Source: an optimization exercise on an open RTL-to-GDS flow (aim: small area, a short achievable clock period and few clock cycles). Production flows keep margins and buffers that such runs may drop. Function was checked by simulation only, so behaviour that the tests miss may differ from the original. Power figures rest on the tool's default switching activity, not on a simulated workload.

## design/flow/design.v

```verilog
`timescale 1ns / 1ps
module PC(reset, clk, PCWrite, PC_i, PC_o);
    input reset;             
    input clk;
    input PCWrite;
    input [31:0] PC_i;
    output reg [31:0] PC_o; 
    always@(posedge reset or posedge clk)
    begin
        if(reset) begin
            PC_o <= 0;
        end else if (PCWrite) begin
            PC_o <= PC_i;
        end else begin
            PC_o <= PC_o;
        end
    end
endmodule
`timescale 1ns / 1ps
module RegTemp(reset, clk, Data_i, Data_o);
    input reset;
    input clk;
    input [31:0] Data_i;
    output reg [31:0] Data_o;
    always@(posedge reset or posedge clk) begin
        if (reset) begin
            Data_o <= 32'h00000000;
        end else begin
            Data_o <= Data_i;
        end
    end
endmodule
`timescale 1ns / 1ps
module InstReg(reset, clk, IRWrite, Instruction, OpCode, rs, rt, rd, Shamt, Funct);
    input reset;
    input clk;
    input IRWrite;
    input [31:0] Instruction;
    output reg [5:0]  OpCode;
    output reg [4:0]  rs;
    output reg [4:0]  rt;
    output reg [4:0]  rd;
    output reg [4:0]  Shamt;
    output reg [5:0]  Funct;
    reg [31:0] instruction;
    always @(posedge reset or posedge clk) begin
        if (reset) begin
            OpCode <= 6'b000000;
            rs <= 5'b00000;
            rt <= 5'b00000;
            rd <= 5'b00000;
            Shamt <= 5'b00000;
            Funct <= 6'b000000;
            instruction <= 32'b0;
        end
        else if (IRWrite) begin
            OpCode <= Instruction[31:26];
            rs <= Instruction[25:21];
            rt <= Instruction[20:16];
            rd <= Instruction[15:11];
            Shamt <= Instruction[10:6];
            Funct <= Instruction[5:0];
            instruction <= Instruction;
        end
        else begin
            OpCode <= OpCode;
            rs <= rs;
            rt <= rt;
            rd <= rd;
            Shamt <= Shamt;
            Funct <= Funct;
            instruction <= instruction;
        end
    end
endmodule
`timescale 1ns / 1ps
module RegisterFile(reset, clk, RegWrite, Read_register1, Read_register2, Write_register, Write_data, Read_data1, Read_data2);
	input reset;
	input clk;
	input RegWrite;
	input [4:0] Read_register1;
	input [4:0] Read_register2; 
	input [4:0] Write_register;
	input [31:0] Write_data;
	output [31:0] Read_data1;
	output [31:0] Read_data2;
	reg [31:0] RF_data[31:0];
	assign Read_data1 = (Read_register1 == 5'b00000)? 32'h00000000: RF_data[Read_register1];
	assign Read_data2 = (Read_register2 == 5'b00000)? 32'h00000000: RF_data[Read_register2];
	integer i;
	always @(posedge reset or posedge clk) begin
		if (reset) begin
			for (i = 1; i < 32; i = i + 1) begin
				RF_data[i] <= 32'h00000000;
			end
		end else if (RegWrite && (Write_register != 5'b00000)) begin
			RF_data[Write_register] <= Write_data;
		end
	end
endmodule
`timescale 1ns / 1ps
module ImmProcess(ExtOp, LuiOp, Immediate, ImmExtOut, ImmExtShift); 
    input ExtOp;  
    input LuiOp;  
    input [15:0] Immediate;
    output [31:0] ImmExtOut;
    output [31:0] ImmExtShift;
    wire [31:0] ImmExt;
    assign ImmExt = {ExtOp? {16{Immediate[15]}}: 16'h0000, Immediate};
    assign ImmExtShift = ImmExt << 2;
    assign ImmExtOut = LuiOp? {Immediate, 16'h0000}: ImmExt;
endmodule
module ALU (
    ALUCtrl,
    Sign,
    in1,
    in2,
    out,
    zero
);
parameter ADD = 0;
parameter SUB = 1;
parameter AND = 2;
parameter OR = 3;
parameter XOR = 4;
parameter NOR = 5;
parameter SLL = 6;
parameter SRL = 7;
parameter SRA = 8;
parameter SLT = 9;
input [4:0] ALUCtrl;
input Sign;
input [31:0] in1;
input [31:0] in2;
output [31:0] out;
output zero;
reg [31:0] out;
assign zero = (out == 0);
wire lt_low31;
wire lt_sign;
assign lt_low31 = (in1[30:0] < in2[30:0]);
assign lt_sign = (
    (in1[31] ^ in2[31]) ? 
    (in1[31] > in2[31] ? 1 : 0)
    : lt_low31
);
always @(*) begin
    case(ALUCtrl)
    ADD: out <= in1 + in2;
    SUB: out <= in1 - in2;
    AND: out <= in1 & in2;
    OR: out <= in1 | in2;
    XOR: out <= in1 ^ in2;
    NOR: out <= ~(in1 | in2);
    SLL: out <= in2 << in1[4:0];
    SRL: out <= in2 >> in1[4:0];
    SRA: out <= {{32{in2[31]}}, in2} >> in1[4:0];
    SLT: out <= {31'h00000000, Sign ? lt_sign : in1 < in2};
    default: out <= 0;
    endcase
end
endmodule
module ALUControl (
    ALUOp,
    Funct,
    ALUCtrl,
    Sign
);
parameter ADD = 0;
parameter SUB = 1;
parameter AND = 2;
parameter OR = 3;
parameter XOR = 4;
parameter NOR = 5;
parameter SLL = 6;
parameter SRL = 7;
parameter SRA = 8;
parameter SLT = 9;
parameter ALUOp_ADD = 3'b000;
parameter ALUOp_NULL = 3'b001;
parameter ALUOp_SLT = 3'b010;
parameter ALUOp_SUB = 3'b011;
parameter ALUOp_AND = 3'b100;
input [3:0] ALUOp;
input [5:0] Funct;
output [4:0] ALUCtrl;
output Sign;
reg [4:0] ALUCtrl;
wire Sign;
assign Sign = (ALUOp[2:0] == ALUOp_NULL)? ~Funct[0]: ~ALUOp[3];   
reg [4:0] ALUConf;
always @(*) begin
    case(ALUOp[2:0]) 
        ALUOp_ADD: ALUCtrl <= ADD; 
        ALUOp_SUB: ALUCtrl <= SUB;  
        ALUOp_AND: ALUCtrl <= AND; 
        ALUOp_SLT: ALUCtrl <= SLT;  
        ALUOp_NULL: ALUCtrl <= ALUConf;
        default: ALUCtrl <= ADD;         
    endcase
end
always @(*) begin
    case(Funct)
        6'h20: ALUConf <= ADD;
        6'h21: ALUConf <= ADD;
        6'h22: ALUConf <= SUB;
        6'h23: ALUConf <= SUB;
        6'h24: ALUConf <= AND;
        6'h25: ALUConf <= OR;
        6'h26: ALUConf <= XOR;
        6'h27: ALUConf <= NOR;
        6'h00: ALUConf <= SLL;
        6'h02: ALUConf <= SRL;
        6'h03: ALUConf <= SRA;
        6'h2a: ALUConf <= SLT;
        6'h2b: ALUConf <= SLT;
        6'h08: ALUConf <= ADD;   
        6'h09: ALUConf <= ADD;   
        default: ALUConf <= ADD;
    endcase
end
endmodule
`timescale 1ns / 1ps
module Controller(reset, clk, OpCode, Funct, 
                PCWrite, PCWriteCond, IorD, MemWrite, MemRead,
                IRWrite, MemtoReg, RegDst, RegWrite, ExtOp, LuiOp,
                ALUSrcA, ALUSrcB, ALUOp, PCSource);
    input reset;
    input clk;
    input  [5:0] OpCode;
    input  [5:0] Funct;
    output reg PCWrite;
    output reg PCWriteCond;
    output reg IorD;
    output reg MemWrite;
    output reg MemRead;
    output reg IRWrite;
    output reg [1:0] MemtoReg;
    output reg [1:0] RegDst;
    output reg RegWrite;
    output reg ExtOp;
    output reg LuiOp;
    output reg [1:0] ALUSrcA;
    output reg [1:0] ALUSrcB;
    output reg [3:0] ALUOp;
    output reg [1:0] PCSource;
     reg [2:0] state;  
     reg [2:0] next_state;  
     parameter sIF = 3'b0 ,sID = 3'b1; 
    always @(posedge reset or posedge clk) 
    begin
        if (reset) 
            begin
                state <= 3'b0;
                next_state <=3'b0;
                PCWrite <= 1'b0;
                PCWriteCond <= 1'b0;
                IorD <= 1'b0;
                MemWrite <= 1'b0;
                MemRead <= 1'b0;
                IRWrite <= 1'b0;
                MemtoReg <= 2'b00;
                RegDst <= 2'b0;
                RegWrite <= 1'b0;
                ExtOp <= 1'b0;
                LuiOp <= 1'b0;
                ALUSrcA <= 2'b0;
                ALUSrcB <= 2'b0;
                PCSource <=2'b0;
            end
        else
        begin
            if (next_state == sIF) 
                begin
                    state <= next_state;
                    next_state <= next_state + 3'b1;
                    MemRead <= 1'b1;
                    IRWrite <= 1'b1;
                    PCWrite <= 1'b1;
                    PCSource <= 2'b00;
                    ALUSrcA <= 2'b00;
                    IorD <= 1'b0;
                    ALUSrcB <= 2'b01;
                    PCWriteCond <= 1'b0;
                    MemWrite <= 1'b0;
                    MemtoReg <= 2'b00;
                    RegDst <= 2'b0;
                    RegWrite <= 1'b0;
                    ExtOp <= 1'b0;
                    LuiOp <= 1'b0;
                end
            else if (next_state == sID) 
                begin
                    state <= next_state;
                    next_state <= next_state + 3'b1;
                    ALUSrcA <= 2'b00;
                    ALUSrcB <= 2'b11;    
                    ExtOp <= 1'b1;
                    PCWrite <= 1'b0;
                    PCWriteCond <= 1'b0;
                    IorD <= 1'b0;
                    MemWrite <= 1'b0;
                    MemRead <= 1'b0;
                    IRWrite <= 1'b0;
                    MemtoReg <= 2'b00;
                    RegDst <= 2'b0;
                    RegWrite <= 1'b0;
                    LuiOp <= 1'b0;
                    PCSource <=2'b0;
                end
            else if (next_state == 3'd2) 
                begin
                    state <= next_state;
                    case(OpCode)
                        6'h00: 
                            begin
                                ALUSrcA <= (Funct==6'h00 || Funct==6'h02 || Funct==6'h03 ) ? 2'b10 : 2'b01; 
                                ALUSrcB <= 2'b00;                       
                                case(Funct)
                                    6'h08:      
                                        begin
                                            PCSource <= 2'b11;
                                            PCWrite  <= 1'b1;
                                            next_state <= sIF;
                                        end
                                    6'h09:        
                                        begin
                                            PCSource <= 2'b11;
                                            PCWrite  <= 1'b1;
                                            next_state <= sIF;
                                            RegDst <= 2'b01;   
                                            MemtoReg <= 2'b10;
                                            RegWrite <= 1'b1;
                                        end
                                    default:
                                        begin
                                            next_state <= next_state + 3'b1;
                                        end
                                endcase
                            end
                        6'h23,6'h2b,6'h0f,6'h08,6'h09,6'h0c,6'h0b,6'h0a:      
                            begin
                                ALUSrcA <= 2'b01;   
                                ALUSrcB <= 2'b10;   
                                ExtOp <=((OpCode==6'h0c)? 0 : 1);      
                                LuiOp <=((OpCode==6'h0f)? 1 : 0);      
                                next_state <= next_state +3'b1;
                            end
                        6'h04: 
                            begin
                                PCWriteCond <= 1'b1;
                                ALUSrcA <= 2'b01;
                                ALUSrcB <= 2'b00;
                                PCSource <= 2'b01;
                                next_state <= sIF;
                            end
                        6'h02: 
                            begin
                                PCWrite <= 1'b1;
                                PCSource <= 2'b10;
                                next_state <= sIF;
                            end
                        6'h03: 
                            begin
                                PCWrite <= 1'b1;
                                PCSource <= 2'b10;
                                RegDst <=  2'b10;   
                                MemtoReg <= 2'b10;
                                RegWrite <= 1'b1;
                                next_state <= sIF;
                            end 
                        default: 
                            begin
                                next_state <= sIF;
                            end
                    endcase
                end
            else if (next_state == 3'd3) 
                begin
                    state<=next_state;
                    case(OpCode)
                        6'h00: 
                            begin
                                RegWrite <= 1'b1;
                                RegDst <= 2'b01;
                                MemtoReg <= 2'b01;
                                next_state <= sIF;
                            end
                        6'h2b:      
                            begin
                                MemWrite<=1'b1;
                                IorD <=1'b1;
                                next_state <= sIF;
                            end
                        6'h08,6'h09,6'h0c,6'h0b,6'h0a,6'h0f:      
                            begin
                                RegWrite <= 1'b1;
                                RegDst <= 2'b00;
                                MemtoReg <= 2'b01;
                                next_state <= sIF;
                            end
                        6'h23:      
                            begin
                                MemRead <= 1'b1;
                                IorD <= 1'b1;
                                IRWrite <=1'b0;
                                next_state <= next_state +3'b001;
                            end
                        default: 
                            begin
                                next_state <= sIF;
                            end
                    endcase
                end
            else if (next_state == 3'd4) 
                begin
                    state<=next_state;
                    case(OpCode)
                        6'h23: 
                            begin
                                RegWrite <= 1'b1;
                                RegDst <= 2'b00;
                                MemtoReg <= 2'b00;
                                next_state <= sIF;
                            end
                        default: 
                            begin
                                next_state <= sIF;
                            end
                    endcase
                end
         end
    end
    parameter ALUOp_ADD = 3'b000;
    parameter ALUOp_NULL = 3'b001;
    parameter ALUOp_SLT = 3'b010;
    parameter ALUOp_SUB = 3'b011;
    parameter ALUOp_AND = 3'b100;
    always @(*) begin
        ALUOp[3] = OpCode[0];           
        if (state == sIF || state == sID)    
            ALUOp[2:0] = ALUOp_ADD;
        else if (OpCode == 6'h00)    
            ALUOp[2:0] = ALUOp_NULL;
        else if (OpCode == 6'h0a || OpCode == 6'h0b)   
            ALUOp[2:0] = ALUOp_SLT;
        else if (OpCode == 6'h04)    
            ALUOp[2:0] = ALUOp_SUB;
        else if (OpCode == 6'h0c)    
            ALUOp[2:0] = ALUOp_AND;
        else 
            ALUOp[2:0] = ALUOp_ADD;     
    end
endmodule
`timescale 1ns / 1ps
module MultiCycleCPU (reset, clk, mem_addr, mem_wdata, mem_we, mem_rdata);
    input reset;
    input clk;
    output [31:0] mem_addr;
    output [31:0] mem_wdata;
    output mem_we;
    input [31:0] mem_rdata;
    wire reset;
    wire clk;
    wire  [5:0] OpCode;
    wire [4:0] rs;
    wire [4:0] rt;
    wire [4:0] rd;
    wire [4:0] Shamt;
    wire  [5:0] Funct;
    wire PCWrite;
    wire PCWriteCond;
    wire IorD;
    wire MemWrite;
    wire MemRead;
    wire IRWrite;
    wire [1:0] MemtoReg;
    wire [1:0] RegDst;
    wire RegWrite;
    wire ExtOp;
    wire LuiOp;
    wire [1:0] ALUSrcA;
    wire [1:0] ALUSrcB;
    wire [3:0] ALUOp;
    wire [1:0] PCSource;
    wire [31:0] Instruction;
    wire [31:0] Address;
    wire [31:0] MemData;
    wire [31:0] PC_now;
    wire [31:0] PC_new;
    wire [31:0] dataB;
    wire [31:0] dataA;
    assign Address = IorD ? ALUOutbeq : PC_now;
    assign mem_addr = Address;
    assign mem_wdata = dataB;
    assign mem_we = MemWrite;
    assign MemData = MemRead ? mem_rdata : 32'h00000000;
    assign Instruction = MemData;
    wire [31:0] MDRout;
    RegTemp MDR(reset, clk, MemData, MDRout);
    InstReg Decoder(reset, clk, IRWrite, Instruction, OpCode, 
                        rs, rt, rd, Shamt, Funct);
    Controller Ctrl1(reset, clk, OpCode, Funct, PCWrite, 
                        PCWriteCond, IorD, MemWrite, MemRead, IRWrite, 
                            MemtoReg, RegDst, RegWrite, ExtOp, LuiOp,
                                ALUSrcA, ALUSrcB, ALUOp, PCSource);
    wire [31:0] ImmExtOut;
    wire [31:0] ImmExtShift;
    ImmProcess Imm1(ExtOp, LuiOp, {rd, Shamt, Funct}, ImmExtOut, ImmExtShift);
    wire [4:0] Rw;     
    assign Rw = RegDst == 2'b00 ? rt : 
                    RegDst == 2'b01 ? rd : 31;
    wire [31:0] Write_data;
    assign Write_data = MemtoReg == 2'b10 ? PC_now:       
                           MemtoReg == 2'b00 ? MDRout : ALUOutput;
    RegisterFile RF1(reset, clk, RegWrite, rs, rt, 
                        Rw, Write_data, dataA, dataB);
    wire [31:0] dataA_out;
    wire [31:0] dataB_out;
    RegTemp dataAReg(reset, clk, dataA, dataA_out);
    RegTemp dataBReg(reset, clk, dataB, dataB_out);
    wire Sign;
    wire [4:0] ALUCtrl;
    ALUControl ALUController(ALUOp, Funct, ALUCtrl, Sign);
    wire [31:0] ALUinA;
    wire [31:0] ALUinB;
    assign ALUinA = ALUSrcA == 2'b10 ? {27'h0000000, Shamt} :
                        ALUSrcA == 2'b00 ? PC_now : dataA_out;
    assign ALUinB = ALUSrcB == 2'b11 ? ImmExtShift :
                        ALUSrcB == 2'b10 ? ImmExtOut :
                            ALUSrcB == 2'b01 ? 32'd04 : dataB_out;
    wire [31:0] ALUOutput;
    wire Zero;
    ALU ALU1(ALUCtrl, Sign, ALUinA, ALUinB, ALUOutput, Zero);
    wire [31:0] ALUOutbeq;
    RegTemp ALUOut1(reset, clk, ALUOutput, ALUOutbeq);
    assign PC_new = PCSource == 2'b10 ? {PC_now[31:28], rs, rt, rd, Shamt, Funct, 2'b00} : 
                        PCSource == 2'b01 ? ALUOutbeq : 
                            PCSource == 2'b11 ? dataA_out : ALUOutput;
    wire PCWrite_hat;
    assign PCWrite_hat = PCWrite | (Zero & PCWriteCond);
    PC PCController(reset, clk, PCWrite_hat, PC_new, PC_now);
endmodule
```

## design/flow/run.sh

```bash
#!/bin/bash
# synth_recipe.tcl (not shown) runs the flow's synth.tcl, then flattens the netlist and writes it again
# the make line also repeats each setting of config.mk as NAME=value (left out here)
make -C /OpenROAD-flow-scripts/flow DESIGN_CONFIG=/design/flow/config.mk WORK_HOME=/design/flow/orfs CLKGATE_MAP_FILE= SYNTH_SCRIPT=/design/flow/synth_recipe.tcl finish
```

## design/flow/config.mk

```make
export PLATFORM = sky130hd
export DESIGN_NAME = MultiCycleCPU
export DESIGN_NICKNAME = MultiCycleCPU
export VERILOG_FILES = /design/flow/design.v
export SDC_FILE = /design/flow/constraint.sdc
export NUM_CORES = 8
export LEC_CHECK = 0
export CAP_MARGIN = 20
export CORE_MARGIN = 2
export CORE_UTILIZATION = 40
export SLEW_MARGIN = 20
```

## design/flow/constraint.sdc

```tcl
create_clock -name core_clock -period 9.5 [get_ports {clk}]
set_input_delay 1.9000 -clock core_clock [delete_from_list [all_inputs] [get_ports {clk}]]
set_output_delay 1.9000 -clock core_clock [all_outputs]
set_load 0.01 [all_outputs]
```

==> run summary <==
* Initial Utilization at 40.4%
* Syn. warnings at 8
* Crit path largest cell delay at 0.75 ns
* Via density at 6.99
* Post-CTS sizing at 0
* Layer with the highest usage: met2
* DR iter-0 viols at 10,700
* Cell area power density at 415 nW/um^2
* Worst-Skew Late Latency at 0.80 ns
* Pre-Repair DR Iteration Count at 10
* Period minus WS final at 8.17 ns
* Multiplexer share of the synthesized area at 4.11%
* Fmax at 0.122 GHz
* Number of synthesized flops with an enable pin at 0
* Vias in the first global route at 62,600
* Antenna violations before repair at 30
* Final setup viols at 0
* Main combinational cell family by area after synthesis: compound AO/OA/AOI/OAI gates
* Netlist cell types at 106
* Remaining global-route overflow at 0
* Tcrit/Tclk final at 86.0%
* Post-synth top area share at 45.9%
* Seq cells post-synth at 1,208
* Post-synthesis xor/xnor area fraction at 0.292%
* Reg area at 30,200 sq um
* Worst-margin pin slew at 1.36 ns
* Setup bufs post-CTS at 0
* Chip height at 410 um
* Dpl hpwl at 229 mm
* Commonest register cell after synthesis: dfrtp_1
* CTS Buffer Depth at 3
* Grt met1 use at 50.3%
* GR Util All Layers at 42.0%
* Core Rows at 148
* Final #Nets at 7,306
* Synth Area in Adders at 2.01%
* Avg Cell Area, Syn at 8.95 sq um
* Sequential element share of the synthesized area at 45.9%
* Crit path max-delay family: simple AND/OR/NAND/NOR gates
* GRT met2 Usage at 61.0%
* Routability cong. at 1.02
* Hold Crit Class: flip-flop to flip-flop
* CP max FO at 32
* Final Hold Viols at 0
* Via count at 66,100
* Root buf cell: clkbuf_16
* Post-Synth Simple-Gate Area at 15.3%
* Pin count of the biggest net entering global routing at 162
* Grt met3 use at 15.8%
* Die width at 410 um
* Max-cap violations at 0
* Status: finished clean
* Num CTS Buffers at 121
* Crit Path Class: flip-flop to flip-flop
* RSZ-0062 raised after global routing: no
* CP most frequent cell: nor2_1
* CTS clk-pin slew, worst paths at 0.06 ns
* Post-route DRC at 0
* Most frequent cells in the layout: nand2_1, dfrtp_1, o21ai_0
* Syn-to-layout area delta at 12.5%
* Clk_skew at 0.0563 ns
* Multi-input logic area at 33,600 sq um
* Compound-cell area share of the yosys netlist at 27.8%
* Clk sink count at 1,208
* Final core utilization at 45.5%
* Synth area leaders: dfrtp_1, o21ai_0, nand2_1
* H-Tree Level Count at 3
* Final TNS setup at 0 ns
* Yosys top cell by area: dfrtp_1
* I/O pin cnt at 99
* Fillers at 15,700
* Setup crit end kind: flip-flop
* Full die area at 168,000 sq um
* Worst endpoint required time at 10.13 ns
* Final Max Tran Viols at 0
* Peak supply drop at 0.253 mV
* Setup crit start kind: flip-flop
* Wire per inst at 38.2 um
* Share of post-route cells with drive strength above 1 at 10.9%
* Syn Inst Count at 7,364
* IO Port Bufs at 98
* Ys async rst share at 100%
* Slowest cell on crit path: o41a_4
* Fin worst setup slack at 1.33 ns
* Synthesized area at 65,900 sq um
* Static leakage at 31.2 nW
* Slew headroom at 8.59%
* Post-DRT Antenna Nets at 0
* Post-Syn Nets at 7,502
* Crit path buf inv count at 3
* Most common cell after layout, fill and taps aside: nand2_1
* Crit path DAT at 8.80 ns
* CTS tree: built
* Post-CTS Hold Fix Bufs at 0
* DRT Wirelength at 361 mm
* First-pass GRT wire length at 501 mm
* Core Box Area at 163,000 sq um
* Place WS at 1.50 ns
logic make-up (layout without fill, tap and decap cells):
| kind of cell | Yosys count | after routing |
|---|---|---|
| AOI/OAI and AO/OA | 2764 | 2764 |
| buffers and inverters | 791 | 694 |
| muxes | 215 | 215 |
| xor gates and xnor gates | 22 | 22 |
| DFF | 1208 | 1208 |
| and+or+nand+nor | 2260 | 2260 |
| other | 0 | 17 |
| adders and majority gates | 104 | 104 |
worst min-delay path: stages, from the launching register on:
cell and delay, ns:
dfrtp_1 0.36, nand2_1 0.05, o21ai_0 0.06
flip-flops by register name, summed over array words and instances, names as in the netlist, 5 cells and up:
register,count
RF1.RF_data,992
ALUOut1.Data_o,32
MDR.Data_o,32
PCController.PC_o,32
dataAReg.Data_o,32
dataBReg.Data_o,32
Decoder.Funct,6
Decoder.OpCode,6
Decoder.Shamt,5
Decoder.rd,5
Decoder.rs,5
Decoder.rt,5
report_power, final:
group	switching (W)	internal (W)
registers	0.00195	0.00705
clock network	0.00220	0.00281
logic	0.0118	0.00493
per-stage QoR:
stage	hold WS, ns	power [W]	cells	instance area [sq um]
finish	0.500	0.0308	9459	74200
global route	0.525	0.0318	9444	74100
detailed placement	0.488	0.0248	9219	69900
CTS	0.502	0.0298	9441	74000
floorplan	0.462	0.0173	7364	65900
global placement	0.480	0.0247	9218	69900
path summary, 6_finish.rpt:
| kind | end | cells after the start | startpoint | slack, ns |
|---|---|---|---|---|
| min | RF1.RF_data[1][28] | 2 | RF1.RF_data[1][28] | 0.50 |
| max | PCController.PC_o[10] | 26 | Ctrl1.ALUSrcB[1] | 1.33 |
| min in group asynchronous | RF1.RF_data[16][3] | 2 | reset | 1.57 |
| min reg2reg | RF1.RF_data[1][28] | 2 | RF1.RF_data[1][28] | 0.50 |
| max in group asynchronous | RF1.RF_data[17][20] | 4 | reset | 5.75 |
| max reg2reg | PCController.PC_o[10] | 26 | Ctrl1.ALUSrcB[1] | 1.33 |
area by class of cell:
| cell class | instances | area share [%] |
|---|---|---|
| multi-input combinational | 5365 | 45.3 |
| clock inverter | 46 | 0.685 |
| clock buffer | 176 | 4.81 |
| antenna | 17 | 0.0574 |
| inverter | 121 | 0.618 |
| tap | 2175 | 3.67 |
| timing repair buffer | 351 | 4.05 |
| sequential | 1208 | 40.8 |
synthesized netlist by cell type, types with 45 or more instances:
cell      number
nand2_1     1251
dfrtp_1     1208
o21ai_0     1146
clkbuf_1     587
a22oi_1      394
nor2_1       317
a21oi_1      274
a221oi_1     269
a22o_1       263
nor3_1       168
nand4_1      141
inv_1        115
nand3_1      114
ha_1         101
mux2i_1       90
mux2_2        71
a222oi_1      65
a211oi_1      51
and2_1        45
routing by layer:
metal / wire, um / part of all wire, %
met5: 392 / 0.11
met4: 35200 / 9.8
met3: 49300 / 14
met1: 126000 / 35
met2: 150000 / 42
Testbench counts, summed over its fixed seeds: cycles 405,921.

## re-timing with driven ports
How much do the figures lean on ideal ports? The routed layout below was timed once more, with nothing changed but the port constraints. Step 1 sets driving cells, clkbuf_16 on the clock port and buf_2 on the other inputs (assumed; they add their load-dependent delay and slew). Step 2, shift: input delay + t, output delay - t, t = (earliest + latest rising clock arrival at the registers) / 2. This alone moves slack from input paths to output paths. a / b / c = no drivers / after step 1 / after step 2; a / b = the first two.
t (ns): 0.855
setup slack, ns: 1.333 / 1.333 / 1.333
cell pins on the clock port's net: 1
After both steps this run still meets setup and hold. The setup slack of this run moves by 0.000 ns with the drivers and by 0.000 ns with both steps.
